Context: an optimization exercise on an open-source flow, tuned for small area and a short achievable clock period. The choices shown serve that exercise and are no tape-out recipe. In this exercise RTL edits were held to simulation tests only and were not proved equivalent to the original. No activity file was given, so power comes from the tool's default toggle rates.

Setup of wip/amber:
Design mainModule, start of the top module:
module mainModule(
		input clk, input reset,
		output [31:0] imem_addr, input [31:0] imem_data,
		output wb_alu_we, output [2:0] wb_alu_rd, output [31:0] wb_alu_data,
		output wb_mem_we, output [2:0] wb_mem_rd, output [7:0] wb_mem_data,
		output [3:0] flags
	);
export LEC_CHECK = 0
export ABC_AREA = 1
export CAP_MARGIN = 20
export CORE_MARGIN = 2
export CORE_UTILIZATION = 60
export CTS_CLUSTER_DIAMETER = 80
export CTS_CLUSTER_SIZE = 20
export PLACE_DENSITY = 0.7
export SLEW_MARGIN = 20
create_clock -name core_clock -period 10.0 [get_ports {clk}]
standard.sh (not shown) runs the stock make flow with config.mk's settings and CLKGATE_MAP_FILE= SYNTH_SCRIPT=/design/flow/synth_recipe.tcl, a recipe that flattens the netlist after the stock synthesis.
==> flow/flow/run.sh <==
#!/bin/bash
# Standard ORFS layout (the standard.sh, standard synthesis unchanged) with a
# tighter timing-repair target, smaller port buffers and a denser floorplan.
# Each tool's full output stays in orfs/logs; make's own output goes to standard.log.
set -o pipefail
bash standard.sh \
  SETUP_SLACK_MARGIN=6.8 \
  "BUFFER_PORTS_ARGS=-buffer_cell sky130_fd_sc_hd__buf_2" \
  finish > standard.log 2>&1
wip/amber: full flow OK, the timing, design-rule and antenna checks passed
Edits applied to the flow inputs when going from wip/amber to wip/pepper:
--- a/flow/flow/run.sh
+++ b/flow/flow/run.sh
@@ -6,3 +6,3 @@
 bash standard.sh \
-  SETUP_SLACK_MARGIN=6.8 \
+  SETUP_SLACK_MARGIN=6.7 \
   "BUFFER_PORTS_ARGS=-buffer_cell sky130_fd_sc_hd__buf_2" \
Notes after the runs:
Run comparison: wip/pepper start-to-end type of the worst setup path reg2out; wip/amber start-to-end type of the worst setup path reg2reg. Number of buffers added by the clock tree synthesis step: wip/pepper lower than wip/amber. wip/pepper ends up with a power share of the sequential group that is 0.8 points higher than in wip/amber. Lower top achievable clock speed was reported by wip/amber, not wip/pepper. Of wip/pepper and wip/amber, it is wip/pepper that has the lower internal power contribution. The post-layout minimum cycle time of wip/pepper was superior to that of wip/amber. Compared with wip/amber, in wip/pepper final period utilization dropped 0.74 points; setup slack has increased; longest individual stage delay on the worst path higher.
Relative to wip/pepper, the following input files were edited for wip/garnet:
Settings: CTS_CLUSTER_DIAMETER: 80 -> unset; CTS_CLUSTER_SIZE: 20 -> unset.
[summary]
wip/garnet: PASS, flow complete, no timing, DRC or antenna violations
wip/pepper reached the end of the flow, and the finished layout is clean on the timing, design-rule and antenna checks.
In wip/garnet, post-CTS setup buffer count is higher than in wip/pepper.
Compared with wip/pepper, in wip/garnet combinational power share moved down; post-synth net total level; worst IR drop on VDD moved up; clock share of power moved up; growth of design area from synthesis to finish moved up.
The run showing the greater non-clock buffering overhead in the final layout is wip/pepper.
The fraction of layout cells with a size suffix above 1 in wip/garnet sits 1.5 points above the value recorded for wip/pepper.
#### Input delta (wip/tundra over wip/garnet)
Settings: CTS_CLUSTER_DIAMETER: unset -> 80; CTS_CLUSTER_SIZE: unset -> 20.
--- a/flow/flow/run.sh
+++ b/flow/flow/run.sh
@@ -6,3 +6,3 @@
 bash standard.sh \
-  SETUP_SLACK_MARGIN=6.7 \
+  SETUP_SLACK_MARGIN=7.1 \
   "BUFFER_PORTS_ARGS=-buffer_cell sky130_fd_sc_hd__buf_2" \
==> run summary <==
Per the comparison of wip/tundra with wip/garnet, fraction of area in multi-input gates shows no meaningful change, met3 routed wirelength now sits higher. Going from wip/garnet to wip/tundra, smallest setup slack after layout up 0.055 ns; share of power burned in the clock network down 8.9 points; post-CTS clock slew at the launch and capture registers of the worst setup and hold paths up 0.03 ns; total power after layout down about 8%; post-route cell area up 1200 µm². Final sequential cell count of wip/garnet is on par with wip/tundra. The lower number of non-clock buffers came out of wip/garnet.
Inputs modified between wip/tundra and wip/cedar:
--- a/flow/flow/run.sh
+++ b/flow/flow/run.sh
@@ -6,3 +6,3 @@
 bash standard.sh \
-  SETUP_SLACK_MARGIN=7.1 \
+  SETUP_SLACK_MARGIN=6.5 \
   "BUFFER_PORTS_ARGS=-buffer_cell sky130_fd_sc_hd__buf_2" \
--- outcome ---
The final reports for wip/cedar and wip/tundra show power density over cell area higher in the former.
[compare] base=wip/tundra new=wip/cedar: number of instances on the worst hold path essentially unchanged, fmax decreased 0.022 GHz, sequential power increased about 2%.
Re area after synthesis: no difference whatsoever between wip/cedar and wip/tundra.
Setup changes, wip/cedar to wip/nickel
--- a/flow/flow/run.sh
+++ b/flow/flow/run.sh
@@ -6,3 +6,3 @@
 bash standard.sh \
-  SETUP_SLACK_MARGIN=6.5 \
+  SETUP_SLACK_MARGIN=6.9 \
   "BUFFER_PORTS_ARGS=-buffer_cell sky130_fd_sc_hd__buf_2" \
Results
Post-route fraction of the period consumed by the critical path: higher on wip/cedar. Summary of the comparison: met3 track utilization from global routing is higher in wip/nickel, relative to wip/cedar. Going from wip/cedar to wip/nickel, area growth from synthesis to final layout up 7.3 points; count of non-CTS inverters in the layout higher; clock sink total was more or less identical; synthesized area closely matched the old numbers.

## port drivers added, routing unchanged
In the flow no input, the clock included, has a driving cell. The finished layouts below were timed again as built, in two steps.
Step 1 (the two cells are an assumption about what drives the block):
set clk [get_ports {clk}]
set_driving_cell -lib_cell sky130_fd_sc_hd__clkbuf_16 $clk
set_driving_cell -lib_cell sky130_fd_sc_hd__buf_2 [delete_from_list [all_inputs] $clk]
Step 2 moves the port delays by t, midway between the first and last clock arrival at a register: inputs arrive t later, outputs are due t later. That takes back most of the time a late clock gives input paths.
Slacks: no drivers / after step 1 / after step 2; pairs: no drivers / after step 1.
| run | shift t [ns] | setup slack, ns | hold WS [ns] | cell pins on the clock port's net |
|---|---|---|---|---|
| wip/amber | 0.643 | 6.650 / 6.650 / 6.340 | 0.365 / 0.365 / 0.365 | 1 |
| wip/pepper | 0.638 | 6.724 / 6.664 / 6.243 | 0.374 / 0.374 / 0.374 | 1 |
| wip/garnet | 0.697 | 6.704 / 6.642 / 6.248 | 0.368 / 0.368 / 0.368 | 1 |
| wip/tundra | 0.645 | 6.759 / 6.759 / 6.563 | 0.367 / 0.367 / 0.367 | 1 |
| wip/cedar | 0.649 | 6.513 / 6.513 / 5.906 | 0.376 / 0.376 / 0.376 | 1 |
| wip/nickel | 0.645 | 6.712 / 6.712 / 6.366 | 0.376 / 0.376 / 0.376 | 1 |
After both steps setup and hold are still met in every run listed. For wip/cedar, which loses most, drivers alone change the setup slack by 0.000 ns; drivers and shift together by -0.607 ns.
